From an optimization exercise on the open Yosys and OpenROAD flow, aimed at small area and a short achievable clock period; shortcuts taken in it are not production practice. Function was checked by simulation only, so behaviour that the tests miss may differ from the original. Power and IR drop assume default switching activity.

$ cat design/flow/run.sh
#!/bin/bash
# synth_recipe.tcl (not shown) runs the flow's synth.tcl, then flattens the netlist and writes it again
# the make line also repeats each setting of config.mk as NAME=value (left out here)
make -C /OpenROAD-flow-scripts/flow DESIGN_CONFIG=/design/flow/config.mk WORK_HOME=/design/flow/orfs CLKGATE_MAP_FILE= SYNTH_SCRIPT=/design/flow/synth_recipe.tcl finish
$ cat design/flow/config.mk
export PLATFORM = sky130hd
export DESIGN_NAME = singlecycle
export DESIGN_NICKNAME = singlecycle
export VERILOG_FILES = /design/flow/design.v
export SDC_FILE = /design/flow/constraint.sdc
export NUM_CORES = 4
export LEC_CHECK = 0
export CAP_MARGIN = 20
export CORE_MARGIN = 2
export CORE_UTILIZATION = 45
export PLACE_DENSITY = 0.6
export SETUP_SLACK_MARGIN = 0.7
export SLEW_MARGIN = 20
$ cat design/flow/constraint.sdc
create_clock -name core_clock -period 14.0 [get_ports {clk}]
set_input_delay 2.8000 -clock core_clock [delete_from_list [all_inputs] [get_ports {clk}]]
set_output_delay 2.8000 -clock core_clock [all_outputs]
set_load 0.01 [all_outputs]
$ cat design/flow/design.v
module alu (
  input  logic [31:0] a, b,
  input  logic        sub,      
  input  logic        unsgn,    
  input  logic        arith,    
  input  logic [2:0]  funct3,
  output logic [31:0] res,
  output logic        lt, eq
);
  logic [32:0] diff;
  logic [31:0] sum, shin, shr, rev;
  logic        fill;
  assign diff = {1'b0, a} + {1'b0, b ^ {32{sub}}} + 33'(sub);
  assign sum  = diff[31:0];
  assign lt   = unsgn ? ~diff[32] : ((a[31] ^ b[31]) ? a[31] : diff[31]);
  assign eq   = (a == b);
  always_comb
    for (int i = 0; i < 32; i++) rev[i] = a[31 - i];
  assign shin = (funct3[2]) ? a : rev;
  assign fill = arith & a[31] & funct3[2];
  always_comb begin
    shr = shin;
    shr = b[0] ? {{ 1{fill}}, shr[31:1]}  : shr;
    shr = b[1] ? {{ 2{fill}}, shr[31:2]}  : shr;
    shr = b[2] ? {{ 4{fill}}, shr[31:4]}  : shr;
    shr = b[3] ? {{ 8{fill}}, shr[31:8]}  : shr;
    shr = b[4] ? {{16{fill}}, shr[31:16]} : shr;
  end
  always_comb begin
    case (funct3)
      3'b000: res = sum;
      3'b001: for (int i = 0; i < 32; i++) res[i] = shr[31 - i];
      3'b010: res = {31'd0, lt};
      3'b011: res = {31'd0, lt};
      3'b100: res = a ^ b;
      3'b101: res = shr;
      3'b110: res = a | b;
      default: res = a & b;
    endcase
  end
endmodule
module brcmp (
  input  logic [2:0] funct3,
  input  logic       lt, eq,
  output logic       taken
);
  always_comb
    case (funct3[2:1])
      2'b00:   taken = eq ^ funct3[0];    
      default: taken = lt ^ funct3[0];    
    endcase
endmodule
module ctrlunit (
  input  logic [31:0] instr,
  output logic        load, store, branch, jal, jalr, lui, auipc, opimm, op,
  output logic        regwen, sub, unsgn, arith, bsel
);
  logic [4:0] opc;
  logic [2:0] f3;
  assign opc = instr[6:2];
  assign f3  = instr[14:12];
  assign load   = (opc == 5'b00000);
  assign store  = (opc == 5'b01000);
  assign branch = (opc == 5'b11000);
  assign jal    = (opc == 5'b11011);
  assign jalr   = (opc == 5'b11001);
  assign lui    = (opc == 5'b01101);
  assign auipc  = (opc == 5'b00101);
  assign opimm  = (opc == 5'b00100);
  assign op     = (opc == 5'b01100);
  assign regwen = ~branch & ~store;
  assign bsel   = op | branch;
  assign sub    = branch | ((op | opimm) & (f3 == 3'b010 | f3 == 3'b011)) |
                  (op & f3 == 3'b000 & instr[30]);
  assign unsgn  = branch ? f3[1] : f3[0];
  assign arith  = instr[30];
endmodule
module immgen (
  input  logic [31:0] instr,
  input  logic        store, branch, jal,
  output logic [31:0] imm_alu,
  output logic [31:0] imm_pc
);
  logic [31:0] immI, immS, immB, immJ, immU;
  assign immI = {{21{instr[31]}}, instr[30:20]};
  assign immS = {{21{instr[31]}}, instr[30:25], instr[11:7]};
  assign immB = {{20{instr[31]}}, instr[7], instr[30:25], instr[11:8], 1'b0};
  assign immJ = {{12{instr[31]}}, instr[19:12], instr[20], instr[30:21], 1'b0};
  assign immU = {instr[31:12], 12'b0};
  assign imm_alu = store ? immS : immI;
  assign imm_pc  = branch ? immB : jal ? immJ : immU;
endmodule
module outperiph (
  input  logic        clk,
  input  logic        rst,
  input  logic [7:0]  addr,
  input  logic [31:0] sdata,
  input  logic [3:0]  lanes,
  input  logic        wren,
  output logic [31:0] ldata,
  output logic [31:0] hex0, hex1, hex2, hex3, hex4, hex5, hex6, hex7, ledr, ledg, lcd
);
  logic [10:0][31:0] r;
  logic [10:0] sel;
  always_comb
    for (int i = 0; i < 11; i++) sel[i] = (addr == 8'(i * 16));
  for (genvar i = 0; i < 11; i++) begin : g_reg
    for (genvar l = 0; l < 4; l++) begin : g_lane
      always_ff @(posedge clk or negedge rst) begin
        if (~rst) r[i][8*l +: 8] <= '0;
        else if (wren & sel[i] & lanes[l]) r[i][8*l +: 8] <= sdata[8*l +: 8];
      end
    end
  end
  always_comb begin
    ldata = '0;
    for (int i = 0; i < 11; i++) ldata = ldata | ({32{sel[i]}} & r[i]);
  end
  assign hex0 = r[0];
  assign hex1 = r[1];
  assign hex2 = r[2];
  assign hex3 = r[3];
  assign hex4 = r[4];
  assign hex5 = r[5];
  assign hex6 = r[6];
  assign hex7 = r[7];
  assign ledr = r[8];
  assign ledg = r[9];
  assign lcd  = r[10];
endmodule
module regfile (
  input  logic        clk, rst,
  input  logic [4:0]  addr1, addr2, waddr,
  input  logic [31:0] wdata,
  input  logic        regwen,
  output logic [31:0] reg1, reg2
);
  logic [31:0] rs [1:31];
  logic [31:1] vld;
  logic [31:1] we;
  always_comb
    for (int i = 1; i < 32; i++) we[i] = regwen & (waddr == 5'(i));
  always_ff @(posedge clk or negedge rst) begin
    if (~rst) vld <= '0;
    else vld <= vld | we;
  end
  always_ff @(posedge clk)
    for (int i = 1; i < 32; i++) if (we[i]) rs[i] <= wdata;
  always_comb begin
    reg1 = '0;
    reg2 = '0;
    for (int i = 1; i < 32; i++) begin
      reg1 = reg1 | ({32{vld[i] & (addr1 == 5'(i))}} & rs[i]);
      reg2 = reg2 | ({32{vld[i] & (addr2 == 5'(i))}} & rs[i]);
    end
  end
endmodule
module lsu (
  input  logic        clk,
  input  logic        rst,
  input  logic [11:0] addr,
  input  logic [31:0] sdata,
  input  logic        store,
  input  logic [31:0] sw, btn,
  input  logic [31:0] dmem_rdata,
  output logic [8:0]  dmem_addr,
  output logic [31:0] dmem_wdata,
  output logic        dmem_we,
  input  logic [2:0]  rwsel,
  output logic [31:0] ldata,
  output logic [31:0] hex0, hex1, hex2, hex3, hex4, hex5, hex6, hex7, ledr, ledg, lcd
);
  logic [31:0] idata, odata, periphrdata, wword;
  logic [3:0]  lanes;
  always_comb begin
    case (rwsel)
      3'b000:  begin lanes = 4'b0001; wword = sdata; end
      3'b001:  begin lanes = 4'b0011; wword = sdata; end
      3'b010:  begin lanes = 4'b1111; wword = sdata; end
      default: begin lanes = 4'b1111; wword = '0; end
    endcase
  end
  assign dmem_addr = addr[10:2];
  assign dmem_we   = store & ~addr[11];
  always_comb
    for (int l = 0; l < 4; l++)
      dmem_wdata[8*l +: 8] = lanes[l] ? wword[8*l +: 8] : dmem_rdata[8*l +: 8];
  outperiph output_peripherals (
    .clk  (clk),
    .rst  (rst),
    .addr (addr[7:0]),
    .sdata(wword),
    .lanes(lanes),
    .wren (store & (addr[11:8] == 4'b1000)),
    .ldata(periphrdata),
    .hex0 (hex0),
    .hex1 (hex1),
    .hex2 (hex2),
    .hex3 (hex3),
    .hex4 (hex4),
    .hex5 (hex5),
    .hex6 (hex6),
    .hex7 (hex7),
    .ledr (ledr),
    .ledg (ledg),
    .lcd  (lcd)
  );
  assign idata = (addr[7:0] == 8'h00) ? sw : (addr[7:0] == 8'h10) ? btn : 32'd0;
  assign odata = (~addr[11]) ? dmem_rdata :
                 (addr[10:8] == 3'b000) ? periphrdata :
                 (addr[10:8] == 3'b001) ? idata : 32'd0;
  always_comb begin
    case (rwsel)
      3'b000 : ldata = {{24{odata[7]}}, odata[7:0]};     
      3'b001 : ldata = {{16{odata[15]}}, odata[15:0]};   
      3'b010 : ldata = odata;                            
      3'b100 : ldata = {24'd0, odata[7:0]};              
      3'b101 : ldata = {16'd0, odata[15:0]};             
      default: ldata = 32'd0;
    endcase
  end
endmodule
module singlecycle (
  input  logic  clk, rst,
  input  logic [31:0] sw, btn,
  input  logic [31:0] instr,
  input  logic [31:0] dmem_rdata,
  output logic [8:0]  dmem_addr,
  output logic [31:0] dmem_wdata,
  output logic        dmem_we,
  output logic [31:0] hex0, hex1, hex2, hex3, hex4, hex5, hex6, hex7, ledr, ledg, lcd,
  output logic [31:0] pcdebug
);
  logic        load, store, branch, jal, jalr, lui, auipc, opimm, op;
  logic        regwen, sub, unsgn, arith, bsel, lt, eq, taken;
  logic [2:0]  funct3;
  logic [31:0] pc, pc4, pcimm, reg1, reg2, imm_alu, imm_pc, b, res, ldata, wdata;
  logic [11:0] addr;
  assign funct3  = instr[14:12];
  assign pcdebug = pc;
  ctrlunit control_unit (
    .instr (instr),
    .load  (load),
    .store (store),
    .branch(branch),
    .jal   (jal),
    .jalr  (jalr),
    .lui   (lui),
    .auipc (auipc),
    .opimm (opimm),
    .op    (op),
    .regwen(regwen),
    .sub   (sub),
    .unsgn (unsgn),
    .arith (arith),
    .bsel  (bsel)
  );
  immgen imm_gen (
    .instr  (instr),
    .store  (store),
    .branch (branch),
    .jal    (jal),
    .imm_alu(imm_alu),
    .imm_pc (imm_pc)
  );
  regfile reg_file (
    .clk   (clk),
    .rst   (rst),
    .addr1 (instr[19:15]),
    .addr2 (instr[24:20]),
    .waddr (instr[11:7]),
    .wdata (wdata),
    .regwen(regwen),
    .reg1  (reg1),
    .reg2  (reg2)
  );
  assign b = bsel ? reg2 : imm_alu;
  alu alu (
    .a     (reg1),
    .b     (b),
    .sub   (sub),
    .unsgn (unsgn),
    .arith (arith),
    .funct3((op | opimm) ? funct3 : 3'b000),
    .res   (res),
    .lt    (lt),
    .eq    (eq)
  );
  brcmp branch_comp (
    .funct3(funct3),
    .lt    (lt),
    .eq    (eq),
    .taken (taken)
  );
  assign pc4   = pc + 32'd4;
  assign pcimm = pc + imm_pc;
  assign addr  = reg1[11:0] + imm_alu[11:0];
  lsu lsu (
    .clk  (clk),
    .rst  (rst),
    .addr (addr),
    .sdata(reg2),
    .store(store),
    .sw   (sw),
    .btn  (btn),
    .dmem_rdata(dmem_rdata),
    .dmem_addr (dmem_addr),
    .dmem_wdata(dmem_wdata),
    .dmem_we   (dmem_we),
    .rwsel(funct3),
    .ldata(ldata),
    .hex0 (hex0),
    .hex1 (hex1),
    .hex2 (hex2),
    .hex3 (hex3),
    .hex4 (hex4),
    .hex5 (hex5),
    .hex6 (hex6),
    .hex7 (hex7),
    .ledr (ledr),
    .ledg (ledg),
    .lcd  (lcd)
  );
  always_comb begin
    if (load)             wdata = ldata;
    else if (jal | jalr)  wdata = pc4;
    else if (lui)         wdata = imm_pc;
    else if (auipc)       wdata = pcimm;
    else                  wdata = res;
  end
  always_ff @(posedge clk or negedge rst) begin
    if (~rst)                    pc <= 32'd0;
    else if (jal | (branch & taken)) pc <= pcimm;
    else if (jalr)               pc <= res;
    else                         pc <= pc4;
  end
endmodule
==> impl_metrics.yaml, run 1 <==
floorplan:
  die_h_um: 419
  rows: 152
  die_w_um: 419
  coreArea_mm2: 0.171
  pin_count: 556
  start_util_pct: 45.2
  die_area_mm2: 0.176
pwr:
  switching_share_pct: 37.4
  p_per_area_mw_per_mm2: 149
  power_frac_comb_pct: 30.1
  p_sw_w: 0.00512
  internal-power_w: 0.00856
  leakagePower_nw: 34.7
  irDropWorstVdd_mv: 0.147
  sequentialPowerShare_pct: 38.1
  clockPowerShare_pct: 31.8
setup_path:
  crit_chain: "clkdlybuf4s50_1 -> and3b_1 -> buf_4 -> nand4_1 -> o2111ai_1 -> or4_1 -> nor2_1 -> inv_1 -> ha_1 -> a211oi_1 -> buf_4 -> o21bai_1 -> a2111oi_0 -> o31ai_1 -> a21o_1 -> a21oi_1 -> xnor2_2 -> nor2b_1 -> clkdlybuf4s50_1"
  critPathMaxFanout: 16
  reg2reg_from: "reg_file.vld[12]"
  crit_slowest_cell: "clkdlybuf4s50_1"
  worstPathRequired_ps: 11200
  critPathKind: "input pin to primary output"
  crit_arrival_ps: 9620
  cpPeakStageDelay_ps: 810
  startpoint: "instr[19]"
  worst_r2r_path_depth: 19
  cp-endpoint: "dmem_we"
  cp-start-kind: "input pin"
  reg2reg_slack_ps: 4760
  r2r-end: "reg_file.rs[12][19]"
  cp-end-kind: "primary output"
placed_design:
  hpwl_um: 325000
  dpl_cell_area_mm2: 0.0861
  io_buffers: 553
  place_congestion: 1.04
  dp.cells: 9606
global_routing:
  grt_antenna_before_repair: 55
  grt_max_degree: 144
  grt.total_usage_pct: 54.5
  grt_pass1_vias: 71300
  grt.overflow.total: 0
  grt_first_pass_wirelength_um: 644000
clock_network:
  cts-hold-fix-buffers: 0
  cts_tree: "built"
  clock_sinks: 1407
  clkLatencyLatePin_ps: 880
  cts_buffer_depth: 3
  post_cts_buffers: 0
  htreeDepth: 4
  cts_root_buffer: "clkbuf_16"
  post_cts_resize_count: 0
  numCtsBuffers: 156
  clk_pin_slew_worst_paths_ps: 50
sta:
  fin_skew_ps: 59.8
  setup_viol: 0
  finalHoldViolCount: 0
  fin_crit_ps: 12420
  relSlewSlack_pct: 13.8
  max_freq_mhz: 80.5
  worst_slew_pin_slew_ps: 1290
  drv_slew: 0
  fin_crit_sh_pct: 88.7
  tns_ps: 0
  rsz0062_at_grt: "false"
layout:
  nets: 7730
  fin_area_mm2: 0.0917
  num-fill-cells: 15200
  drive_gt1_share_pct: 16.4
  layout_common_cells: "992 x edfxtp_1, 740 x nand2_1, 549 x clkdlybuf4s50_1"
  post_layout_nonfiller_instances: 9968
  area_growth_pct: 18.3
  mostFrequentLayoutCell: "edfxtp_1"
synthesis:
  synth_edf_count: 992
  synth_nets: 7287
  ys.flop_type: "edfxtp_1"
  synthArstFlopShare_pct: 29.5
  syn-instance-count: 7017
  yosysWarnings: 7
  ys_types: 124
  ys_ff_latch: 1407
  yosysSeqAreaShare_pct: 51.8
  avgSynthCellArea_um2: 11.0
  syn_area_mm2: 0.0775
route:
  drc_errors: 0
  drtPass1Iterations: 13
  wl_per_cell_um: 49.4
  drt-vias-per-instance: 7.90
  postRouteAntennaNets: 0
  num_vias: 78800
  drtIter0Drc: 16500
  drt-total-wl_um: 492000
job:
  drv_cap: 0
outcome:
  outcome: "timing/DRC/antenna clean"
hold_path:
  hold_path.class: "flip-flop to flip-flop"
-- state kept, by name, indices dropped and copies added (netlist names) --
name / count
lsu.output_peripherals.r: 352
pc: 32
reg_file.rs: 992
reg_file.vld: 31
-- synth_stat cells (92+ instances only) --
cell type	count	share of area, %
a2111oi_0	143	1.6
a21oi_1	263	1.7
a221oi_1	150	1.7
a22o_1	159	1.8
a22oi_1	273	2.6
and3_1	131	1.1
buf_2	92	0.59
clkbuf_1	358	1.7
dfrtp_1	415	13
edfxtp_1	992	38
ha_1	137	2.2
inv_1	97	0.47
mux2_2	370	5.4
nand2_1	741	3.6
nand3_1	141	0.91
nand4_1	334	2.7
nor2_1	238	1.2
nor3_1	430	2.8
o21ai_0	144	0.93
-- area by class of cell --
cell class / count / area, um2 / area share [%]
sequential: 1407 / 40200 / 43.8
multi-input combinational: 4894 / 34600 / 37.7
timing repair buffer: 900 / 8240 / 8.99
clock buffer: 211 / 4350 / 4.74
tap: 2310 / 2890 / 3.15
clock inverter: 76 / 920 / 1.00
inverter: 101 / 384 / 0.419
antenna: 69 / 173 / 0.188
-- metal layers --
| layer | GRT usage [%] | up-vias | routed length, um |
|---|---|---|---|
| li1 | - | 28700 | - |
| met1 | 62.3 | 38200 | 160000 |
| met2 | 74.8 | 8878 | 195000 |
| met3 | 25.9 | 2981 | 78400 |
| met4 | 48.9 | 26 | 58000 |
| met5 | 3.45 | - | 640 |
-- worst min-delay path by stage --
stage	start	to	slack, ps	cells after the start
finish	reg_file.vld[3]	reg_file.vld[3]	470	1
detailed placement	reg_file.vld[3]	reg_file.vld[3]	460	1
global route	reg_file.vld[3]	reg_file.vld[3]	510	1
CTS	reg_file.vld[3]	reg_file.vld[3]	470	1
global placement	reg_file.vld[3]	reg_file.vld[3]	450	1
floorplan	pc[0]	pc[0]	530	2
-- metrics by stage --
stage / hold slack [ps] / setup WS, ps / util [%] / power, W
floorplan: 534 / 3550 / - / 0.00705
global placement: 454 / 1810 / 50.3 / 0.00905
detailed placement: 458 / 1860 / 50.3 / 0.00906
CTS: 472 / 1820 / 53.3 / 0.0133
global route: 506 / 1410 / 53.4 / 0.0138
finish: 475 / 1580 / 53.5 / 0.0137
-- logic make-up after synthesis --
| kind of cell | Yosys count | share of synthesized area [%] |
|---|---|---|
| buf+inv | 716 | 4.36 |
| compound gates | 1752 | 17.3 |
| fa+ha+maj | 140 | 2.29 |
| flops | 1407 | 51.8 |
| mux | 452 | 6.55 |
| xor+xnor | 122 | 1.38 |
| simple gates | 2428 | 16.2 |
-- power groups by stage --
stage	sequential (W)	clock [W]	combinational [W]
CTS	0.00519	0.00431	0.00380
finish	0.00521	0.00435	0.00411
global placement	0.00527	0	0.00377
global route	0.00521	0.00447	0.00408
floorplan	0.00522	0	0.00182
detailed placement	0.00528	0	0.00378
-- critical path: cells and delay by family --
family	cells	cell delay (ps)
XOR/XNOR	1	170
adder cells (fa/ha/maj)	1	370
buffers and inverters	5	2170
AO/OA/AOI/OAI	7	2100
AND/OR/NAND/NOR	5	1980
==> run 2, diff against run 1 <==
--- a/design/flow/design.v
+++ b/design/flow/design.v
@@ -18,14 +18,9 @@
     for (int i = 0; i < 32; i++) rev[i] = a[31 - i];
   assign shin = (funct3[2]) ? a : rev;
   assign fill = arith & a[31] & funct3[2];
-  always_comb begin
-    shr = shin;
-    shr = b[0] ? {{ 1{fill}}, shr[31:1]}  : shr;
-    shr = b[1] ? {{ 2{fill}}, shr[31:2]}  : shr;
-    shr = b[2] ? {{ 4{fill}}, shr[31:4]}  : shr;
-    shr = b[3] ? {{ 8{fill}}, shr[31:8]}  : shr;
-    shr = b[4] ? {{16{fill}}, shr[31:16]} : shr;
-  end
+  logic [63:0] shx;
+  assign shx = {{32{fill}}, shin} >> b[4:0];
+  assign shr = shx[31:0];
   always_comb begin
     case (funct3)
       3'b000: res = sum;
@@ -146,14 +141,22 @@
   end
   always_ff @(posedge clk)
     for (int i = 1; i < 32; i++) if (we[i]) rs[i] <= wdata;
-  always_comb begin
-    reg1 = '0;
-    reg2 = '0;
-    for (int i = 1; i < 32; i++) begin
-      reg1 = reg1 | ({32{vld[i] & (addr1 == 5'(i))}} & rs[i]);
-      reg2 = reg2 | ({32{vld[i] & (addr2 == 5'(i))}} & rs[i]);
+  function automatic logic [31:0] rdport(input logic [4:0] a,
+                                         input logic [31:1] v,
+                                         input logic [31:1][31:0] d);
+    logic [3:0][31:0] g;
+    for (int j = 0; j < 4; j++) begin
+      g[j] = '0;
+      for (int k = 0; k < 8; k++)
+        if (8*j+k != 0) g[j] = g[j] | ({32{v[8*j+k] & (a[2:0] == 3'(k))}} & d[8*j+k]);
     end
-  end
+    rdport = g[a[4:3]];
+  endfunction
+  logic [31:1][31:0] rsp;
+  always_comb
+    for (int i = 1; i < 32; i++) rsp[i] = rs[i];
+  assign reg1 = rdport(addr1, vld, rsp);
+  assign reg2 = rdport(addr2, vld, rsp);
 endmodule
 module lsu (
   input  logic        clk,
--- a/design/flow/config.mk
+++ b/design/flow/config.mk
@@ -8,6 +8,7 @@
 export CAP_MARGIN = 20
 export CORE_MARGIN = 2
 export CORE_UTILIZATION = 45
+export CTS_BUF_LIST = sky130_fd_sc_hd__clkbuf_8
 export PLACE_DENSITY = 0.6
-export SETUP_SLACK_MARGIN = 0.7
+export SETUP_SLACK_MARGIN = 5
 export SLEW_MARGIN = 20
==> run 2 against run 1 <==
Sequential power shrank 2%; routed wire length shrank 22%; global-route usage shrank 8.6 points; area after synthesis shrank 7.2%; register-to-register slack gained 1800 ps; highest routed layer unchanged; largest power group unchanged; sequential share of layout area grew 1.4 points; final area shrank 3.1%; core utilization grew 2.5 points; power shrank 10%; combinational power shrank 14%; clock power shrank 15%.
==> impl_metrics.yaml, run 2 <==
outcome:
  outcome: "timing/DRC/antenna clean"
global_routing:
  grt.total_usage_pct: 45.9
  grt_antenna_before_repair: 40
  grt_pass1_vias: 61700
  grt_first_pass_wirelength_um: 518000
  grt.overflow.total: 0
  grt_max_degree: 165
layout:
  largest_reg_flops: 992
  area_growth_pct: 23.5
  nets: 7222
  post_layout_nonfiller_instances: 9248
  largest_register: "reg_file.rs"
  mostFrequentLayoutCell: "edfxtp_1"
  drive_gt1_share_pct: 18.1
  reg_top3: "reg_file.rs x992, lsu.output_peripherals.r x352, pc x32"
  layout_common_cells: "992 x edfxtp_1, 649 x nand2_1, 530 x clkdlybuf4s50_1"
synthesis:
  yosysWarnings: 7
  synth_commonest_cells: "992 x edfxtp_1, 658 x nand2_1, 418 x a22oi_1"
  yosysTopAreaCell: "edfxtp_1"
  yosys-top-cells-area: "edfxtp_1 41%, dfrtp_1 14%, a22oi_1 4.4%, nand2_1 3.4%, a221oi_1 3.3%"
  yosysMostFrequentCell: "edfxtp_1"
  ys_types: 100
  yosysSeqAreaShare_pct: 55.9
  ys_ff_latch: 1407
  syn_area_mm2: 0.0719
  ys.flop_type: "edfxtp_1"
  syn-instance-count: 6257
  synth_top_area_share_pct: 41.4
  synthArstFlopShare_pct: 29.5
  synth_nets: 6527
  synth_edf_count: 992
  avgSynthCellArea_um2: 11.5
setup_path:
  cp-endpoint: "dmem_addr[8]"
  startpoint: "instr[15]"
  crit_arrival_ps: 6880
  cpPeakStageDelay_ps: 650
  reg2reg_slack_ps: 6550
  critPathKind: "input pin to primary output"
  cp_num_buf_inv: 8
  cp-end-kind: "primary output"
  r2r-end: "reg_file.rs[19][2]"
  crit_chain: "buf_12 -> bufbuf_16 -> and4b_4 -> buf_6 -> a22o_1 -> a221oi_1 -> nand4_1 -> a32o_2 -> ha_1 -> inv_1 -> a21o_1 -> buf_4 -> a311oi_4 -> buf_12 -> inv_1 -> buf_6"
  worst_r2r_path_depth: 28
  path_delay_family: "compound AO/OA/AOI/OAI gates"
  reg2reg_from: "reg_file.vld[14]"
  crit_slowest_cell: "nand4_1"
  worstPathRequired_ps: 11200
  cp-start-kind: "input pin"
  crit_cells: 16
  critPathMaxFanout: 24
route:
  wl_per_cell_um: 41.7
  drtIter0Drc: 12300
  postRouteAntennaNets: 0
  num_vias: 67300
  drt-vias-per-instance: 7.28
  drtPass1Iterations: 11
  drc_errors: 0
  drt-total-wl_um: 386000
clock_network:
  cts_buffer_depth: 3
  cts-hold-fix-buffers: 0
  htreeDepth: 4
  cts_root_buffer: "clkbuf_8"
  cts_tree: "built"
  numCtsBuffers: 229
  clk_pin_slew_worst_paths_ps: 60
  clock_sinks: 1407
  clkLatencyLatePin_ps: 1030
placed_design:
  hpwl_um: 260000
  place_congestion: 1.06
  dp.cells: 8640
  io_buffers: 553
pwr:
  internal-power_w: 0.00790
  leakagePower_nw: 32.8
  p_per_area_mw_per_mm2: 139
  switching_share_pct: 35.8
  irDropWorstVdd_mv: 0.104
  sequentialPowerShare_pct: 41.3
  power_frac_comb_pct: 28.6
  p_sw_w: 0.00441
  clockPowerShare_pct: 30.1
floorplan:
  pin_count: 556
  start_util_pct: 45.4
  die_w_um: 404
  coreArea_mm2: 0.159
  die_h_um: 404
  die_area_mm2: 0.163
  rows: 146
job:
  drv_cap: 0
sta:
  finalHoldViolCount: 0
  fin_skew_ps: 78.1
  tns_ps: 0
  worst_slew_pin_slew_ps: 1230
  setup_viol: 0
  max_freq_mhz: 103
  rsz0062_at_grt: "true"
  fin_crit_sh_pct: 69.1
  fin_crit_ps: 9680
  relSlewSlack_pct: 16.9
  drv_slew: 0
hold_path:
  hold_path.class: "flip-flop to flip-flop"
==> run 2: changes by cell type after synthesis, moves of 83 or more <==
cell	before	now
a2111oi_0	143	16
a221oi_1	150	271
a222oi_1	56	179
a22oi_1	273	418
and3_1	131	40
mux2_2	370	152
nand2_1	741	658
nand4_1	334	67
nor3_1	430	43
o21ai_0	144	381
==> run 2: worst register-to-register path, delay by kind of cell, from the launching register on <==
| kind | cells | cell delay, ps |
|---|---|---|
| AO/OA/AOI/OAI | 11 | 3780 |
| AND/OR/NAND/NOR | 6 | 970 |
| flip-flops | 1 | 420 |
| adder cells (fa/ha/maj) | 1 | 210 |
| buffers and inverters | 10 | 1710 |
==> run 2: what timing repair did <==
| item | 4_1_cts | 5_1_grt |
|---|---|---|
| endpoints found under the setup margin | 1418 | 796 |
| gates resized for setup | 400 | 94 |
| pin swaps | 76 | 50 |
| cloned | 18 | 1 |
| buffers inserted | 99 | 33 |
==> run 2: metrics by stage <==
step           hold WS [ps]  total power, W  setup slack (ps)  cell area, um2  util (%)
6_report                494          0.0123              4320           88800      56.0
5_1_grt                 515          0.0125              4340           88800      56.0
4_1_cts                 494          0.0120              4490           88100      55.5
3_3_place_gp            464         0.00819              2240           80600      50.9
2_1_floorplan           445         0.00666              4660           72100         -
3_5_place_dp            473         0.00823              2170           80700      50.9
==> run 2: area by class of cell <==
cell class | instances | area [um2]
Fill cell | 13500 | 69700
Sequential cell | 1407 | 40200
Multi-Input combinational cell | 4175 | 30700
Timing Repair Buffer | 999 | 10100
Clock buffer | 249 | 3430
Tap cell | 2072 | 2590
Clock inverter | 178 | 1220
Inverter | 140 | 551
Antenna cell | 28 | 70.1
==> run 2: metal layers <==
| layer | wire length, um | up-vias | global-route usage [%] |
|---|---|---|---|
| li1 | - | 26500 | - |
| met1 | 132000 | 33300 | 57.3 |
| met2 | 159000 | 6236 | 64.7 |
| met3 | 57100 | 1349 | 16.2 |
| met4 | 38000 | 28 | 35.9 |
| met5 | 188 | - | 0.268 |
==> run 2: worst min-delay path by stage <==
stage                                 from                to  slack [ps]  cells after the start
after floorplan           reg_file.vld[24]  reg_file.vld[24]         450                      1
after global placement    reg_file.vld[17]  reg_file.vld[17]         460                      1
after detailed placement  reg_file.vld[21]  reg_file.vld[21]         470                      1
after CTS                 reg_file.vld[21]  reg_file.vld[21]         490                      1
after global routing       reg_file.vld[6]   reg_file.vld[6]         520                      1
final                      reg_file.vld[6]   reg_file.vld[6]         490                      1
==> run 2: kinds of logic after synthesis <==
family / share of synthesized area [%]
compound gates: 22.5
xor+xnor: 1.46
fa+ha+maj: 2.47
buf+inv: 3.84
flops: 55.9
mux: 4.13
simple gates: 9.71
==> run 2: power groups by stage <==
stage / registers [W] / clock network, W / logic [W]
global route: 0.00509 / 0.00388 / 0.00357
finish: 0.00509 / 0.00370 / 0.00352
CTS: 0.00508 / 0.00370 / 0.00327
detailed placement: 0.00516 / 0 / 0.00307
global placement: 0.00516 / 0 / 0.00304
floorplan: 0.00514 / 0 / 0.00152
==> run 3, diff against run 2 <==
==> design/flow/flow/run.sh (new file) <==
#!/bin/bash
# The standard layout (the standard.sh, all ORFS steps unchanged) with one
# difference: the buffers that buffer_ports puts on every input and output
# port are buf_1 cells (resized later by repair where timing needs it)
# instead of the default clkdlybuf4s50_1 delay cells.
set -euo pipefail
bash standard.sh 'BUFFER_PORTS_ARGS=-buffer_cell sky130_fd_sc_hd__buf_1' finish > standard.log 2>&1
==> design/flow/standard.sh (new file) <==
#!/bin/bash
# synth_recipe.tcl (not shown) runs the flow's synth.tcl, then flattens the netlist and writes it again
# the make line also repeats each setting of config.mk as NAME=value (left out here)
make -C /OpenROAD-flow-scripts/flow DESIGN_CONFIG=/design/flow/config.mk WORK_HOME=/design/flow/orfs CLKGATE_MAP_FILE= SYNTH_SCRIPT=/design/flow/synth_recipe.tcl "${@:-finish}"
removed: design/flow/run.sh
==> run 3 against run 2 <==
Combinational power shrank 3%; non-clock buffer count grew 20; critical endpoint is now dmem_we; area after synthesis is the same; global-route usage shrank 0.83 points; clock skew grew 19 ps; still clean; flip-flop and latch count is the same; cell count grew 0.18%; final area shrank 3.5%.
==> impl_metrics.yaml, run 3 <==
sta:
  fin_crit_ps: 9690
  relSlewSlack_pct: 13.8
  fin_skew_ps: 97.1
  drv_slew: 0
  tns_ps: 0
  worst_slew_pin_slew_ps: 1280
  setup_viol: 0
  rsz0062_at_grt: "true"
  finalHoldViolCount: 0
  max_freq_mhz: 103
  fin_crit_sh_pct: 69.2
layout:
  largest_register: "reg_file.rs"
  drive_gt1_share_pct: 18.2
  area_growth_pct: 19.2
  nets: 7242
  reg_top3: "reg_file.rs x992, lsu.output_peripherals.r x352, pc x32"
  largest_reg_flops: 992
  post_layout_nonfiller_instances: 9265
  layout_common_cells: "992 x edfxtp_1, 651 x nand2_1, 531 x buf_1"
  fin_util_pct: 54.1
  mostFrequentLayoutCell: "edfxtp_1"
pwr:
  p_sw_w: 0.00439
  leakagePower_nw: 31.6
  p_per_area_mw_per_mm2: 143
  internal-power_w: 0.00784
  switching_share_pct: 35.9
  power_frac_comb_pct: 27.8
  irDropWorstVdd_mv: 0.119
  sequentialPowerShare_pct: 41.7
  design_power_total_w: 0.0122
  clockPowerShare_pct: 30.5
synthesis:
  ys.flop_type: "edfxtp_1"
  yosysSeqAreaShare_pct: 55.9
  synth_top_area_share_pct: 41.4
  syn-instance-count: 6257
  synth_nets: 6527
  avgSynthCellArea_um2: 11.5
  syn_area_mm2: 0.0719
  ys_types: 100
  synth_commonest_cells: "992 x edfxtp_1, 658 x nand2_1, 418 x a22oi_1"
  ys_ff_latch: 1407
  yosys-top-cells-area: "edfxtp_1 41%, dfrtp_1 14%, a22oi_1 4.4%, nand2_1 3.4%, a221oi_1 3.3%"
  yosysWarnings: 7
  yosysTopAreaCell: "edfxtp_1"
  synthArstFlopShare_pct: 29.5
  yosysMostFrequentCell: "edfxtp_1"
  synth_edf_count: 992
setup_path:
  cp-start-kind: "input pin"
  cp-end-kind: "primary output"
  cp_num_buf_inv: 6
  crit_slowest_cell: "a222oi_1"
  worstPathRequired_ps: 11200
  critPathMaxFanout: 7
  crit_arrival_ps: 6890
  path_delay_family: "compound AO/OA/AOI/OAI gates"
  crit_chain: "clkbuf_16 -> buf_16 -> and4b_2 -> buf_6 -> a222oi_1 -> nand4_1 -> o22ai_4 -> mux2i_1 -> buf_4 -> ha_4 -> a21o_1 -> a21o_1 -> a211o_1 -> a211oi_4 -> o31ai_2 -> a21oi_2 -> o2bb2ai_2 -> xnor2_2 -> buf_12 -> nor2b_4 -> buf_6"
  critPathKind: "input pin to primary output"
  cpPeakStageDelay_ps: 360
floorplan:
  start_util_pct: 45.4
  pin_count: 556
  rows: 146
  die_w_um: 404
  coreArea_mm2: 0.159
  die_h_um: 404
  die_area_mm2: 0.163
placed_design:
  place_congestion: 1.08
  io_buffers: 553
  hpwl_um: 255000
  dp.cells: 8654
clock_network:
  cts_tree: "built"
  clock_sinks: 1407
  clk_pin_slew_worst_paths_ps: 70
  htreeDepth: 4
  numCtsBuffers: 228
  cts_root_buffer: "clkbuf_8"
  cts-hold-fix-buffers: 0
  clkLatencyLatePin_ps: 1070
  cts_buffer_depth: 3
global_routing:
  top_usage_layer: "met2"
  met3_usage_pct: 19.3
  grt_first_pass_wirelength_um: 512000
  grt_util_met1_pct: 56.2
  grt_antenna_before_repair: 30
  grt_max_degree: 173
  grt.total_usage_pct: 45.1
  grt.overflow.total: 0
  met2_usage_pct: 61.8
  grt_pass1_vias: 61300
route:
  num_vias: 67700
  drt-vias-per-instance: 7.31
  drt-total-wl_um: 381000
  drc_errors: 0
  wl_per_cell_um: 41.2
  drtPass1Iterations: 10
  postRouteAntennaNets: 0
  drtIter0Drc: 13400
hold_path:
  hold_path.class: "flip-flop to flip-flop"
outcome:
  outcome: "timing/DRC/antenna clean"
job:
  drv_cap: 0
## run 3: logic make-up after synthesis
logic type,count (synthesis),synth area share [%]
simple gates,1450,9.71
buf+inv,675,3.84
fa+ha+maj,140,2.47
compound gates,2197,22.5
flops,1407,55.9
mux,269,4.13
xor+xnor,119,1.46
## run 3: stage by stage
step,worst slack [ps],hold WS (ps),area [um2]
after floorplan,4660,445,72100
after global placement,2360,459,77400
after detailed placement,2390,465,77500
after CTS,4420,488,84900
after global routing,4210,512,85700
final,4310,500,85700
## run 3: area by class of cell
type,count,area [um2]
clock inverters,159,1070
inverters,140,557
diodes,25,62.6
well taps,2072,2590
repair buffers,1019,6790
fillers,13800,72800
multi-input cells,4176,30800
clock buffers,267,3670
flip-flops and latches,1407,40200
## run 3: timing repair
item | 4_1_cts | 5_1_grt
gates cloned | 20 | 2
resized for setup | 298 | 104
buffers inserted | 107 | 28
setup endpoints to repair | 1418 | 947
pin swaps | 53 | 35
## run 3: worst paths after layout
| path | slack, ps | cells after the start | endpoint | from |
|---|---|---|---|---|
| worst max-delay path | 4310 | 21 | dmem_we | instr[16] |
| worst min-delay path | 500 | 1 | reg_file.vld[31] | reg_file.vld[31] |
| worst max register to register | 6060 | 22 | reg_file.rs[30][23] | reg_file.vld[5] |
| worst min register to register | 500 | 1 | reg_file.vld[31] | reg_file.vld[31] |
| max in group asynchronous | 10620 | 2 | lsu.output_peripherals.r[188] | rst |
| min in group asynchronous | 1830 | 1 | pc[28] | rst |
## run 3: layer usage
layer	vias up	wire, um
met3	1454	63000
met5	-	242
met2	6436	152000
li1	26500	-
met1	33300	130000
met4	22	36200
## run 3: power groups by stage
| stage | Sequential, W | Combinational (W) | Clock, W |
|---|---|---|---|
| floorplan | 0.00514 | 0.00152 | 0 |
| global placement | 0.00517 | 0.00289 | 0 |
| detailed placement | 0.00517 | 0.00294 | 0 |
| CTS | 0.00508 | 0.00313 | 0.00372 |
| global route | 0.00510 | 0.00344 | 0.00392 |
| finish | 0.00510 | 0.00340 | 0.00373 |
==> run 4, diff against run 3 <==
--- a/design/flow/config.mk
+++ b/design/flow/config.mk
@@ -8,7 +8,7 @@
 export CAP_MARGIN = 20
 export CORE_MARGIN = 2
 export CORE_UTILIZATION = 45
-export CTS_BUF_LIST = sky130_fd_sc_hd__clkbuf_8
+export CTS_BUF_LIST = sky130_fd_sc_hd__clkbuf_4
 export PLACE_DENSITY = 0.6
 export SETUP_SLACK_MARGIN = 5
 export SLEW_MARGIN = 20
==> run 4 against run 3 <==
Still clean; routed wire length about the same; via count up 1.3%; clock power down 1%; clock skew up 57 ps; fmax about the same; critical path depth down 2; register-to-register slack worse by 330 ps; core utilization down 0.48 points; clock-buffer cell count up 291; synthesized cell count unchanged; largest cell class unchanged; highest routed layer unchanged.
==> impl_metrics.yaml, run 4 <==
synthesis:
  yosys-top-cells-area: "edfxtp_1 41%, dfrtp_1 14%, a22oi_1 4.4%, nand2_1 3.4%, a221oi_1 3.3%"
  ys_ff_latch: 1407
  ys.flop_type: "edfxtp_1"
  syn-instance-count: 6257
  syn_area_mm2: 0.0719
  yosysMostFrequentCell: "edfxtp_1"
  avgSynthCellArea_um2: 11.5
  yosysTopAreaCell: "edfxtp_1"
  yosysWarnings: 7
  synth_nets: 6527
  synth_compound_area_share_pct: 22.5
  synth_commonest_cells: "992 x edfxtp_1, 658 x nand2_1, 418 x a22oi_1"
  synthXorXnorAreaFrac_pct: 1.46
  yosysSeqAreaShare_pct: 55.9
  synthArstFlopShare_pct: 29.5
  synth-simple-area-share_pct: 9.71
  muxShareOfSynthArea_pct: 4.13
  synth_top_area_share_pct: 41.4
  synthAdderAreaFrac_pct: 2.47
  synth_top_family_by_area: "compound AO/OA/AOI/OAI gates"
  synth_edf_count: 992
  ys_types: 100
setup_path:
  worstPathRequired_ps: 11200
  worst_r2r_path_depth: 20
  cpPeakStageDelay_ps: 470
  crit_slowest_cell: "ha_1"
  critPathMaxFanout: 18
  crit_arrival_ps: 6900
  r2r-end: "reg_file.rs[27][22]"
  cpMostUsedCell: "buf_4"
  crit_cells: 19
  reg2reg_from: "reg_file.vld[5]"
  reg2reg_slack_ps: 5730
  crit_chain: "clkbuf_16 -> buf_16 -> buf_4 -> and4bb_4 -> buf_4 -> a22o_1 -> a221oi_1 -> nand3_1 -> a32o_4 -> ha_1 -> o21a_1 -> a211oi_4 -> o31ai_2 -> a21oi_2 -> buf_4 -> buf_6 -> xnor2_4 -> inv_1 -> buf_2"
  cp-start-kind: "input pin"
  cp-end-kind: "primary output"
  critPathKind: "input pin to primary output"
  startpoint: "instr[16]"
  cp_num_buf_inv: 8
  path_delay_family: "compound AO/OA/AOI/OAI gates"
  cp-endpoint: "dmem_addr[7]"
floorplan:
  start_util_pct: 45.4
  pin_count: 556
  die_area_mm2: 0.163
  rows: 146
  die_h_um: 404
  die_w_um: 404
  coreArea_mm2: 0.159
global_routing:
  grt_first_pass_wirelength_um: 513000
  grt_pass1_vias: 62200
  grt.total_usage_pct: 45.2
  grt_antenna_before_repair: 44
  grt_max_degree: 173
  grt.overflow.total: 0
sta:
  max_freq_mhz: 103
  finalHoldViolCount: 0
  drv_slew: 0
  fin_crit_sh_pct: 69.3
  worst_hold_slack_ps: 505
  worst_slew_pin_slew_ps: 1420
  rsz0062_at_grt: "true"
  fin_crit_ps: 9700
  tns_ps: 0
  setup_viol: 0
  fin_skew_ps: 154
  relSlewSlack_pct: 4.05
clock_network:
  cts_root_buffer: "clkbuf_4"
  cts_tree: "built"
  numCtsBuffers: 381
  cts_buffer_depth: 4
  clkLatencyLatePin_ps: 1440
  clock_sinks: 1407
  clk_pin_slew_worst_paths_ps: 70
  htreeDepth: 5
route:
  drt-total-wl_um: 381000
  wl_per_cell_um: 40.3
  drtPass1Iterations: 9
  drt-vias-per-instance: 7.25
  num_vias: 68600
  drtIter0Drc: 14200
  postRouteAntennaNets: 0
  drc_errors: 0
outcome:
  outcome: "timing/DRC/antenna clean"
hold_path:
  hold_path.class: "flip-flop to flip-flop"
pwr:
  p_per_area_mw_per_mm2: 143
  irDropWorstVdd_mv: 0.0947
  leakagePower_nw: 31.4
layout:
  layout_common_cells: "992 x edfxtp_1, 653 x nand2_1, 561 x clkbuf_4"
  drive_gt1_share_pct: 20.4
  largest_register: "reg_file.rs"
  nets: 7362
  reg_top3: "reg_file.rs x992, lsu.output_peripherals.r x352, pc x32"
  area_growth_pct: 18.2
  largest_reg_flops: 992
  mostFrequentLayoutCell: "edfxtp_1"
placed_design:
  hpwl_um: 255000
  place_congestion: 1.08
  io_buffers: 553
job:
  drv_cap: 0
## run 4: power by group
| part | internal (W) | leakage, nW | switching, W |
|---|---|---|---|
| Clock | 0.00188 | 2.81 | 0.00180 |
| Combinational | 0.000959 | 14.0 | 0.00240 |
| Sequential | 0.00494 | 14.6 | 0.000158 |
| Total | 0.00778 | 31.4 | 0.00436 |
## run 4: per-stage QoR
| stage | total power (W) | utilization, % | area, um2 | std cells | worst slack (ps) |
|---|---|---|---|---|---|
| 3_3_place_gp | 0.00805 | 48.8 | 77400 | 8651 | 2360 |
| 6_report | 0.0121 | 53.6 | 85000 | 9455 | 4300 |
| 3_5_place_dp | 0.00810 | 48.9 | 77500 | 8654 | 2390 |
| 5_1_grt | 0.0124 | 53.6 | 85000 | 9442 | 4260 |
| 2_1_floorplan | 0.00666 | - | 72100 | 6257 | 4660 |
| 4_1_cts | 0.0119 | 53.2 | 84300 | 9402 | 4430 |
## run 4: worst min path at each step
stage / start / cells after the start / to / slack, ps
4_1_cts: reg_file.vld[29] / 1 / reg_file.vld[29] / 490
3_5_place_dp: reg_file.vld[6] / 1 / reg_file.vld[6] / 470
2_1_floorplan: reg_file.vld[24] / 1 / reg_file.vld[24] / 450
6_report: reg_file.vld[29] / 1 / reg_file.vld[29] / 510
5_1_grt: reg_file.vld[29] / 1 / reg_file.vld[29] / 510
3_3_place_gp: reg_file.vld[17] / 1 / reg_file.vld[17] / 460
## run 4: metal layers
| layer | wire [um] | part of all wire (%) | global-route usage (%) |
|---|---|---|---|
| met2 | 152000 | 40 | 61.8 |
| met4 | 35100 | 9.2 | 33.4 |
| met3 | 62700 | 16 | 19.9 |
| met5 | 575 | 0.15 | 0 |
| met1 | 131000 | 34 | 56.2 |
## run 4: cell families (layout without fill, tap and decap cells)
logic type | count (synthesis) | after routing
simple gates | 1450 | 1451
xor+xnor | 119 | 119
other cells | 0 | 24
flops | 1407 | 1407
fa+ha+maj | 140 | 140
compound gates | 2197 | 2197
buf+inv | 675 | 1776
mux | 269 | 269
## run 4: layout make-up
class	instances	area, um2
Fill cell	14100	73600
Clock inverter	92	472
Multi-Input combinational cell	4176	30600
Inverter	140	548
Clock buffer	558	4190
Sequential cell	1407	40200
Tap cell	2072	2590
Timing Repair Buffer	986	6370
Antenna cell	24	60.1
## run 4: timing repair
item,4_1_cts,5_1_grt
pin swaps,46,32
buffers inserted,80,28
hold buffers,0,0
setup endpoints to repair,1401,748
gates cloned,18,0
gates resized for setup,262,75
==> run 5, diff against run 4 <==
--- a/design/flow/config.mk
+++ b/design/flow/config.mk
@@ -12,3 +12,5 @@
 export PLACE_DENSITY = 0.6
 export SETUP_SLACK_MARGIN = 5
 export SLEW_MARGIN = 20
+export SYNTH_HIERARCHICAL = 1
+export SYNTH_MINIMUM_KEEP_SIZE = 3000
==> run 5 against run 4 <==
Still clean on timing, DRC and antenna; clock skew up 41 ps; register-to-register slack better by 590 ps; flip-flop and latch count unchanged; cell count up 2.2%; clock power down 2%; non-clock buffer count up 5; power up 0.22%; area after synthesis up 2.6%; synthesized cell count up 1.8%; clock-buffer cell count down 9; critical path type unchanged.
==> impl_metrics.yaml, run 5 <==
outcome:
  outcome: "timing/DRC/antenna clean"
synthesis:
  synth-simple-area-share_pct: 10.1
  synth_top_family_by_area: "compound AO/OA/AOI/OAI gates"
  synth_top_area_share_pct: 40.4
  ys.flop_type: "edfxtp_1"
  synth_compound_area_share_pct: 22.2
  synthAdderAreaFrac_pct: 2.42
  synthXorXnorAreaFrac_pct: 1.45
  yosys-top-cells-area: "edfxtp_1 40%, dfrtp_1 14%, a22oi_1 4.2%, mux2_2 4.1%, nand2_1 2.9%"
  yosysWarnings: 13
  synth_edf_count: 992
  ys_types: 101
  synth_commonest_cells: "992 x edfxtp_1, 576 x nand2_1, 415 x dfrtp_1"
  yosysSeqAreaShare_pct: 54.4
  ys_ff_latch: 1407
  yosysMostFrequentCell: "edfxtp_1"
  muxShareOfSynthArea_pct: 5.53
  synthArstFlopShare_pct: 29.5
  syn_area_mm2: 0.0738
  yosysTopAreaCell: "edfxtp_1"
  synth_nets: 6641
  syn-instance-count: 6370
  avgSynthCellArea_um2: 11.6
clock_network:
  clk_pin_slew_worst_paths_ps: 70
  numCtsBuffers: 386
  clock_sinks: 1407
  cts_tree: "built"
  htreeDepth: 5
  cts_buffer_depth: 4
  clkLatencyLatePin_ps: 1520
  cts_root_buffer: "clkbuf_4"
placed_design:
  hpwl_um: 254000
  io_buffers: 553
  place_congestion: 1.10
  post-place-ws_ps: 2200
  dp.cells: 8841
setup_path:
  cp-end-kind: "primary output"
  crit_arrival_ps: 6760
  critPathKind: "input pin to primary output"
  worstPathRequired_ps: 11200
  cp-start-kind: "input pin"
  critPathMaxFanout: 8
layout:
  nets: 7488
  fin_util_pct: 53.3
  drive_gt1_share_pct: 21.9
  num-fill-cells: 14500
  reg_top3: "reg_file.rs x992, lsu.output_peripherals.r x352, pc x32"
  layout_common_cells: "992 x edfxtp_1, 572 x nand2_1, 554 x clkbuf_4"
  seq_area_mm2: 0.0402
  largest_reg_flops: 992
  area_growth_pct: 17.7
  largest_register: "reg_file.rs"
  multiInputGateArea_mm2: 0.0324
  post_layout_nonfiller_instances: 9660
  mostFrequentLayoutCell: "edfxtp_1"
pwr:
  irDropWorstVdd_mv: 0.103
  p_per_area_mw_per_mm2: 140
  leakagePower_nw: 32.1
  design_power_total_w: 0.0122
sta:
  setup_viol: 0
  fin_crit_sh_pct: 68.3
  tns_ps: 0
  fin_crit_ps: 9560
  max_freq_mhz: 105
  drv_slew: 0
  worst_slew_pin_slew_ps: 1310
  rsz0062_at_grt: "true"
  finalHoldViolCount: 0
  fin_ws_ps: 4440
  fin_skew_ps: 195
  relSlewSlack_pct: 12.5
floorplan:
  die_w_um: 409
  die_area_mm2: 0.167
  coreArea_mm2: 0.163
  rows: 148
  start_util_pct: 45.3
  pin_count: 556
  die_h_um: 409
route:
  route.top_layer_used: "met5"
  drc_errors: 0
  met2WireLength_um: 155000
  met3_length_um: 59300
  drt-vias-per-instance: 7.22
  wl_met1_um: 133000
  wl_per_cell_um: 39.8
  drtIter0Drc: 14400
  num_vias: 69700
  postRouteAntennaNets: 0
  drtPass1Iterations: 10
  drt-total-wl_um: 384000
global_routing:
  grt_max_degree: 87
  grt.overflow.total: 0
  grt_pass1_vias: 64600
  grt_first_pass_wirelength_um: 520000
  grt.total_usage_pct: 44.4
  grt_antenna_before_repair: 33
job:
  drv_cap: 0
hold_path:
  hold_path.class: "flip-flop to flip-flop"
## run 5: cell count changes in the layout (fill, tap and decap cells not counted), moves of 47 or more
cell,previous run,this run
a21oi_1,230,412
mux2_2,152,270
o21ai_0,356,242
a22o_1,118,207
nand2_1,653,572
a221oi_1,263,200
nand3_1,181,120
and3_1,40,95
and4_1,12,60
a221o_1,78,31
## run 5: final cells by class
cell class	count	share of cell area [%]
Sequential cell	1407	46.3
Multi-Input combinational cell	4320	37.3
Timing Repair Buffer	991	7.51
Clock buffer	549	4.75
Tap cell	2175	3.13
Inverter	111	0.513
Clock inverter	81	0.439
Antenna cell	26	0.0749
## run 5: worst max-delay path, cell delays in order
cell and delay (ps):
clkbuf_16 180, buf_12 160, and4bb_4 420, buf_12 170, buf_12 130, a22oi_1 90
and4_1 250, a211oi_4 480, a31o_2 440, ha_1 250, inv_1 80, a311o_1 320
mux2i_1 150, and2_4 160, nor3_4 420, buf_2 220
## run 5: metal layers
layer,global-route usage (%),vias to the layer above
li1,-,27300
met1,55.3,34200
met2,61.5,6618
met3,17.6,1558
met4,33.7,20
met5,0,-
## run 5: worst paths after layout
kind                            slack [ps]  cells after the start                            end             start
worst min-delay path                   500                      1               reg_file.vld[13]  reg_file.vld[13]
worst max register to register        6320                     24            reg_file.rs[22][31]  reg_file.vld[15]
worst max-delay path                  4440                     16                        dmem_we         instr[15]
min in group asynchronous             1480                      1  lsu.output_peripherals.r[247]               rst
worst min register to register         500                      1               reg_file.vld[13]  reg_file.vld[13]
max in group asynchronous            10220                      3   lsu.output_peripherals.r[54]               rst
## run 5: per-module statistics from Yosys (local to each module, per instance)
module	cell area, um2	cells
regfile	44100	2988
singlecycle	29700	3382
## run 5: cells by family after synthesis
kind of cell | Yosys count
and+or+nand+nor | 1435
buffers and inverters | 644
adders and majority gates | 141
DFF | 1407
xor gates and xnor gates | 122
AOI/OAI and AO/OA | 2247
muxes | 374
## run 5: timing repair
action | in CTS | in global routing
pin swaps | 65 | 41
cloned | 20 | 0
buffers inserted | 116 | 24
endpoints found under the setup margin | 1308 | 667
hold buffers | 0 | 0
resized for setup | 314 | 51
## run 5: where the power goes
part / internal [W] / switching (W)
clock: 0.00182 / 0.00179
sequential: 0.00494 / 0.000155
combinational: 0.000993 / 0.00248
total: 0.00775 / 0.00442
## run 5: stage by stage
step           cell area, um2  hold WS (ps)
2_1_floorplan           73900           445
3_3_place_gp            79000           461
3_5_place_dp            79000           471
4_1_cts                 86300           492
5_1_grt                 86800           510
6_report                86800           496
==> run 6, diff against run 5 <==
--- a/design/flow/design.v
+++ b/design/flow/design.v
@@ -128,7 +128,9 @@
   input  logic [4:0]  addr1, addr2, waddr,
   input  logic [31:0] wdata,
   input  logic        regwen,
-  output logic [31:0] reg1, reg2
+  output logic [31:0] reg1, reg2,
+  input  logic [11:0] offs,         
+  output logic [11:0] addr          
 );
   logic [31:0] rs [1:31];
   logic [31:1] vld;
@@ -157,6 +159,7 @@
     for (int i = 1; i < 32; i++) rsp[i] = rs[i];
   assign reg1 = rdport(addr1, vld, rsp);
   assign reg2 = rdport(addr2, vld, rsp);
+  assign addr = reg1[11:0] + offs;
 endmodule
 module lsu (
   input  logic        clk,
@@ -275,7 +278,9 @@
     .wdata (wdata),
     .regwen(regwen),
     .reg1  (reg1),
-    .reg2  (reg2)
+    .reg2  (reg2),
+    .offs  (imm_alu[11:0]),
+    .addr  (addr)
   );
   assign b = bsel ? reg2 : imm_alu;
   alu alu (
@@ -297,7 +302,6 @@
   );
   assign pc4   = pc + 32'd4;
   assign pcimm = pc + imm_pc;
-  assign addr  = reg1[11:0] + imm_alu[11:0];
   lsu lsu (
     .clk  (clk),
     .rst  (rst),
==> run 6 against run 5 <==
Still clean on timing, DRC and antenna; combinational power down 6.3%; synthesized cell count up 2.7%; power down 0.81%; sequential power about the same; via count down 2.7%; global-route usage down 2.1 points; cell count up 1.1%; worst setup slack better by 110 ps; sequential share of layout area up 0.63 points; fmax up 1.2%; critical path type unchanged; largest power group unchanged.
==> impl_metrics.yaml, run 6 <==
route:
  drtPass1Iterations: 13
  drc_errors: 0
  drt-vias-per-instance: 6.94
  num_vias: 67800
  drt-total-wl_um: 357000
  drtIter0Drc: 11400
  wl_met1_um: 121000
  route.top_layer_used: "met5"
  met3_length_um: 49300
  wl_per_cell_um: 36.6
  met2WireLength_um: 154000
  postRouteAntennaNets: 0
clock_network:
  clock_sinks: 1407
  clkLatencyLatePin_ps: 1430
  cts_root_buffer: "clkbuf_4"
  cts_tree: "built"
  htreeDepth: 5
  cts-hold-fix-buffers: 0
  numCtsBuffers: 384
  cts_buffer_depth: 4
  clk_pin_slew_worst_paths_ps: 60
sta:
  rsz0062_at_grt: "true"
  relSlewSlack_pct: 18.3
  tns_ps: 0
  max_freq_mhz: 106
  setup_viol: 0
  fin_crit_sh_pct: 67.5
  drv_slew: 0
  fin_skew_ps: 170
  fin_crit_ps: 9450
  finalHoldViolCount: 0
  worst_slew_pin_slew_ps: 1210
setup_path:
  critPathMaxFanout: 9
  worst_r2r_path_depth: 29
  cp-end-kind: "primary output"
  crit_arrival_ps: 6650
  cp-start-kind: "input pin"
  critPathKind: "input pin to primary output"
  worstPathRequired_ps: 11200
  reg2reg_slack_ps: 6280
  r2r-end: "reg_file.rs[31][19]"
  reg2reg_from: "reg_file.vld[9]"
synthesis:
  synth_compound_area_share_pct: 24.2
  avgSynthCellArea_um2: 11.1
  synth-simple-area-share_pct: 10.4
  synth_edf_count: 992
  ys_ff_latch: 1407
  ys.flop_type: "edfxtp_1"
  synthAdderAreaFrac_pct: 2.45
  synth_top_area_share_pct: 41.1
  syn_area_mm2: 0.0725
  yosysWarnings: 13
  synth_commonest_cells: "992 x edfxtp_1, 831 x nand2_1, 541 x o21ai_0"
  muxShareOfSynthArea_pct: 2.06
  yosysMostFrequentCell: "edfxtp_1"
  yosysSeqAreaShare_pct: 55.4
  syn-instance-count: 6544
  yosysTopAreaCell: "edfxtp_1"
  synthArstFlopShare_pct: 29.5
  synthXorXnorAreaFrac_pct: 1.41
  yosys-top-cells-area: "edfxtp_1 41%, dfrtp_1 14%, nand2_1 4.3%, o21ai_0 3.7%, a22o_1 3.6%"
  synth_nets: 6814
  ys_types: 99
  synth_top_family_by_area: "compound AO/OA/AOI/OAI gates"
hold_path:
  hold_depth: 1
  min_to: "reg_file.vld[27]"
  hold_path.class: "flip-flop to flip-flop"
  min_from: "reg_file.vld[27]"
layout:
  fin_area_mm2: 0.0857
  mostFrequentLayoutCell: "edfxtp_1"
  largest_reg_flops: 992
  fin_util_pct: 53.5
  area_growth_pct: 18.2
  largest_register: "reg_file.rs"
  num-fill-cells: 14300
  nets: 7591
  drive_gt1_share_pct: 18.6
  post_layout_nonfiller_instances: 9771
  reg_top3: "reg_file.rs x992, lsu.output_peripherals.r x352, pc x32"
  layout_common_cells: "992 x edfxtp_1, 799 x nand2_1, 574 x clkbuf_4"
global_routing:
  grt.total_usage_pct: 42.3
  grt.overflow.total: 0
  grt_pass1_vias: 63400
  grt_first_pass_wirelength_um: 490000
  grt_antenna_before_repair: 36
  grt_max_degree: 164
placed_design:
  dp.cells: 8946
  place_congestion: 1.03
  io_buffers: 553
  dpl_cell_area_mm2: 0.0776
  hpwl_um: 233000
floorplan:
  pin_count: 556
  die_h_um: 405
  die_area_mm2: 0.164
  die_w_um: 405
  coreArea_mm2: 0.160
  start_util_pct: 45.3
  rows: 147
job:
  drv_cap: 0
pwr:
  design_power_total_w: 0.0121
  p_per_area_mw_per_mm2: 141
  leakagePower_nw: 31.5
  irDropWorstVdd_mv: 0.104
outcome:
  outcome: "timing/DRC/antenna clean"
run 6: cell types whose count changed after synthesis, moves of 56 or more:
| cell | delta |
|---|---|
| a22o_1 | +92 |
| nand2_1 | +255 |
| a221oi_1 | +89 |
| mux2_2 | -242 |
| a221o_1 | +65 |
| a21oi_1 | -77 |
| a22oi_1 | -179 |
| and4_1 | -60 |
| nand4_1 | +65 |
| and3_1 | -56 |
| o21ai_0 | +291 |
| clkbuf_1 | +90 |
run 6: cell type report:
cell class	count	area [um2]	area share [%]
Sequential cell	1407	40200	46.9
Antenna cell	23	57.6	0.0672
Inverter	113	424	0.495
Timing Repair Buffer	984	6520	7.61
Clock inverter	82	454	0.530
Multi-Input combinational cell	4431	31000	36.2
Tap cell	2160	2700	3.16
Clock buffer	571	4290	5.00
run 6: worst max-delay path by stage:
stage / slack [ps] / depth (start not counted) / endpoint / startpoint
after floorplan: 4500 / 21 / dmem_we / instr[16]
after global placement: 2260 / 30 / reg_file.rs[21][23] / instr[15]
after detailed placement: 2250 / 30 / reg_file.rs[21][23] / instr[15]
after CTS: 4780 / 20 / dmem_we / instr[15]
after global routing: 4550 / 20 / dmem_we / instr[16]
final: 4550 / 20 / dmem_we / instr[16]
run 6: timing repair:
action / in CTS / in global routing
gates resized for setup: 307 / 54
setup buffers: 105 / 16
cloned: 23 / 0
pin swaps: 72 / 15
setup endpoints to repair: 1139 / 424
run 6: cells by family (layout without fill, tap and decap cells):
group,Yosys count,after routing
adders and majority gates,140,140
DFF,1407,1407
xor gates and xnor gates,117,117
AOI/OAI and AO/OA,2428,2429
other,0,23
and+or+nand+nor,1619,1619
muxes,126,126
buffers and inverters,707,1750
run 6: per-module statistics from Yosys, one instance, submodules excluded:
| module | flip-flops and latches | cells inside | area (um2) | times used |
|---|---|---|---|---|
| singlecycle | 384 | 3528 | 28400 | 1 |
| regfile | 1023 | 3016 | 44100 | 1 |
run 6: per-layer routing:
layer | GRT usage, % | vias to the layer above
li1 | - | 27700
met1 | 50.3 | 33000
met4 | 33.1 | 14
met3 | 14.4 | 1260
met2 | 62.8 | 5795
met5 | 0 | -
run 6: report_power, final:
group          internal [W]  switching [W]
clock               0.00194        0.00179
combinational      0.000951        0.00231
sequential          0.00493       0.000149
total               0.00782        0.00425
run 6: metrics by stage:
step | setup slack [ps] | hold WS, ps
floorplan | 4500 | 445
global placement | 2260 | 461
detailed placement | 2250 | 468
CTS | 4780 | 482
global route | 4550 | 498
finish | 4550 | 492
run 6: worst max-delay path: stages:
cell and delay [ps]:
clkbuf_16 150, buf_16 160, and4_4 200, buf_12 150
a221o_1 340, a221oi_2 210, nand2_2 160, nand2_4 220
mux2i_4 110, buf_6 170, ha_4 230, a211oi_4 280
o21ai_2 90, nor3_2 250, o31ai_2 130, a21o_1 180
a21oi_2 210, xnor2_2 120, nor3_4 260, buf_2 200
==> run 7, diff against run 6 <==
--- a/design/flow/config.mk
+++ b/design/flow/config.mk
@@ -14,3 +14,4 @@
 export SLEW_MARGIN = 20
 export SYNTH_HIERARCHICAL = 1
 export SYNTH_MINIMUM_KEEP_SIZE = 3000
+export TNS_END_PERCENT = 10
==> run 7 against run 6 <==
Still clean on timing, DRC and antenna; combinational power barely moved; clock power fell by 3%; sequential power about the same; core utilization fell by 0.21 points; power fell by 1.1%; hold slack worse by 4.8 ps; die area unchanged; critical path depth down 1.
==> impl_metrics.yaml, run 7 <==
sta:
  fin_skew_ps: 157
  fin_crit_ps: 9450
  relSlewSlack_pct: 14.7
  setup_viol: 0
  finalHoldViolCount: 0
  tns_ps: 0
  drv_slew: 0
  fin_ws_ps: 4550
  worst_slew_pin_slew_ps: 1270
  max_freq_mhz: 106
  rsz0062_at_grt: "true"
  fin_crit_sh_pct: 67.5
global_routing:
  grt_first_pass_wirelength_um: 481000
  grt_pass1_vias: 62100
  grt.total_usage_pct: 41.5
  grt.overflow.total: 0
  grt_max_degree: 136
  grt_antenna_before_repair: 28
placed_design:
  post-place-ws_ps: 1660
  place_congestion: 1.05
  hpwl_um: 232000
  dpl_cell_area_mm2: 0.0777
  io_buffers: 553
pwr:
  p_per_area_mw_per_mm2: 140
  p_sw_w: 0.00419
  sequentialPowerShare_pct: 42.6
  power_frac_comb_pct: 27.2
  clockPowerShare_pct: 30.3
  leakagePower_nw: 31.4
  internal-power_w: 0.00775
  irDropWorstVdd_mv: 0.110
  switching_share_pct: 35.1
  design_power_total_w: 0.0119
layout:
  layout_common_cells: "992 x edfxtp_1, 804 x nand2_1, 547 x clkbuf_4"
  largest_register: "reg_file.rs"
  nets: 7585
  fin_area_mm2: 0.0853
  mostFrequentLayoutCell: "edfxtp_1"
  area_growth_pct: 17.7
  reg_top3: "reg_file.rs x992, lsu.output_peripherals.r x352, pc x32"
  fin_util_pct: 53.3
  largest_reg_flops: 992
  drive_gt1_share_pct: 18.5
clock_network:
  cts_buffer_depth: 4
  clk_pin_slew_worst_paths_ps: 70
  cts_root_buffer: "clkbuf_4"
  clock_sinks: 1407
  clkLatencyLatePin_ps: 1460
  htreeDepth: 5
  cts_tree: "built"
  numCtsBuffers: 377
setup_path:
  worstPathRequired_ps: 11200
  crit_slowest_cell: "nand4_1"
  crit_arrival_ps: 6650
  critPathKind: "input pin to primary output"
  cpMostUsedCell: "buf_4"
  critPathMaxFanout: 8
  crit_chain: "clkbuf_16 -> buf_12 -> nor4bb_4 -> buf_4 -> buf_4 -> a22o_1 -> a221oi_1 -> nand4_1 -> a21oi_4 -> a21oi_1 -> buf_4 -> ha_4 -> nand2_1 -> o31ai_4 -> a21o_1 -> a21oi_2 -> xnor2_2 -> nor3_4 -> buf_2"
  cp-end-kind: "primary output"
  cp-start-kind: "input pin"
  cpPeakStageDelay_ps: 390
synthesis:
  yosysTopAreaCell: "edfxtp_1"
  avgSynthCellArea_um2: 11.1
  yosysSeqAreaShare_pct: 55.4
  yosysWarnings: 13
  synth_commonest_cells: "992 x edfxtp_1, 831 x nand2_1, 541 x o21ai_0"
  ys.flop_type: "edfxtp_1"
  synth_edf_count: 992
  synthArstFlopShare_pct: 29.5
  synth_nets: 6814
  syn-instance-count: 6544
  syn_area_mm2: 0.0725
  yosys-top-cells-area: "edfxtp_1 41%, dfrtp_1 14%, nand2_1 4.3%, o21ai_0 3.7%, a22o_1 3.6%"
  ys_types: 99
  yosysMostFrequentCell: "edfxtp_1"
  synth_top_area_share_pct: 41.1
  ys_ff_latch: 1407
route:
  num_vias: 67600
  drtIter0Drc: 12200
  drt-vias-per-instance: 6.92
  wl_per_cell_um: 36.1
  postRouteAntennaNets: 0
  drtPass1Iterations: 10
  drt-total-wl_um: 352000
  drc_errors: 0
floorplan:
  pin_count: 556
  die_w_um: 405
  die_h_um: 405
  die_area_mm2: 0.164
  start_util_pct: 45.3
  coreArea_mm2: 0.160
  rows: 147
hold_path:
  hold_path.class: "flip-flop to flip-flop"
job:
  drv_cap: 0
outcome:
  outcome: "timing/DRC/antenna clean"
run 7: cell counts after synthesis:
No cell type changed its count.
run 7: cells by family (layout without fill, tap and decap cells):
group                      Yosys count  after routing  synth area share (%)
other                                0             30                     0
AOI/OAI and AO/OA                 2428           2429                  24.2
and+or+nand+nor                   1619           1619                  10.4
xor gates and xnor gates           117            117                  1.41
DFF                               1407           1407                  55.4
adders and majority gates          140            140                  2.45
buffers and inverters              707           1734                  4.13
muxes                              126            126                  2.06
run 7: per-module statistics from Yosys, one instance, submodules excluded:
module	area, um2	cells	copies in the design	flip-flops and latches
regfile	44100	3016	1	1023
singlecycle	28400	3528	1	384
run 7: worst paths after layout:
kind	start	endpoint	slack [ps]	depth (start not counted)
min in group asynchronous	rst	lsu.output_peripherals.r[193]	1490	1
worst max register to register	reg_file.vld[8]	reg_file.rs[21][21]	5910	31
max in group asynchronous	rst	lsu.output_peripherals.r[83]	10220	3
worst max-delay path	instr[17]	dmem_we	4550	19
worst min-delay path	reg_file.vld[31]	reg_file.vld[31]	490	1
worst min register to register	reg_file.vld[31]	reg_file.vld[31]	490	1
run 7: metrics by stage:
stage | hold WS (ps) | std cells
final | 487 | 9762
after global routing | 514 | 9747
after CTS | 479 | 9713
after detailed placement | 464 | 8951
after global placement | 460 | 8948
after floorplan | 445 | 6544
run 7: area by class of cell:
class                      count  area (um2)
inverter                     113         424
clock inverter                92         508
clock buffer                 544        4080
timing repair buffer         985        6360
antenna                       30        75.1
sequential                  1407       40200
tap                         2160        2700
fill                       14200       74900
multi-input combinational   4431       31000
run 7: routing by layer:
| layer | vias to the layer above | wire length, um | GRT usage, % | part of all wire, % |
|---|---|---|---|---|
| met5 | - | 150 | 0 | 0.043 |
| met4 | 22 | 32500 | 32.2 | 9.2 |
| met3 | 1234 | 49300 | 13.5 | 14 |
| met2 | 5748 | 150000 | 60.7 | 43 |
| met1 | 32900 | 120000 | 50.7 | 34 |
| li1 | 27700 | - | - | - |
run 7: power groups by stage:
stage          Sequential, W  Combinational [W]  Clock (W)
2_1_floorplan        0.00513            0.00153          0
3_3_place_gp         0.00515            0.00286          0
3_5_place_dp         0.00515            0.00289          0
4_1_cts              0.00507            0.00304    0.00363
5_1_grt              0.00508            0.00332    0.00385
6_report             0.00508            0.00324    0.00361
run 7: critical path: cells and delay by family:
family,cells,cell delay (ps)
AND/OR/NAND/NOR,4,940
XOR/XNOR,1,160
buffers and inverters,6,1050
AO/OA/AOI/OAI,7,1340
adder cells (fa/ha/maj),1,330
run 7: what timing repair did:
| action | in CTS | in global routing |
|---|---|---|
| gates resized for setup | 286 | 68 |
| endpoints found under the setup margin | 1189 | 777 |
| pin swaps | 61 | 18 |
| gates cloned | 14 | 0 |
| hold buffers | 0 | 0 |
| buffers inserted | 112 | 16 |

-- port drivers added, routing unchanged --
In the flow no input, the clock included, has a driving cell. The finished layouts below were timed again as built, in two steps.
Step 1, drivers: a clkbuf_16 drives clk and a buf_2 each remaining input, both assumed.
Step 2 also shifts input and output timing later by t, the mid clock arrival at the registers, as if the neighbouring blocks saw the same clock.
Three values: no drivers, after step 1, after step 2; two values: the first two.
| run | t (ns) | slack for setup (ns) |
|---|---|---|
| run 1 | 0.943 | 1.577 / 1.550 / 1.387 |
| run 2 | 1.076 | 4.322 / 4.276 / 3.777 |
| run 3 | 1.103 | 4.308 / 4.072 / 3.235 |
| run 4 | 1.441 | 4.301 / 4.046 / 2.810 |
| run 5 | 1.502 | 4.437 / 4.104 / 3.371 |
| run 6 | 1.424 | 4.547 / 4.351 / 3.414 |
| run 7 | 1.470 | 4.547 / 4.296 / 3.006 |
After both steps every run listed still meets setup and hold.
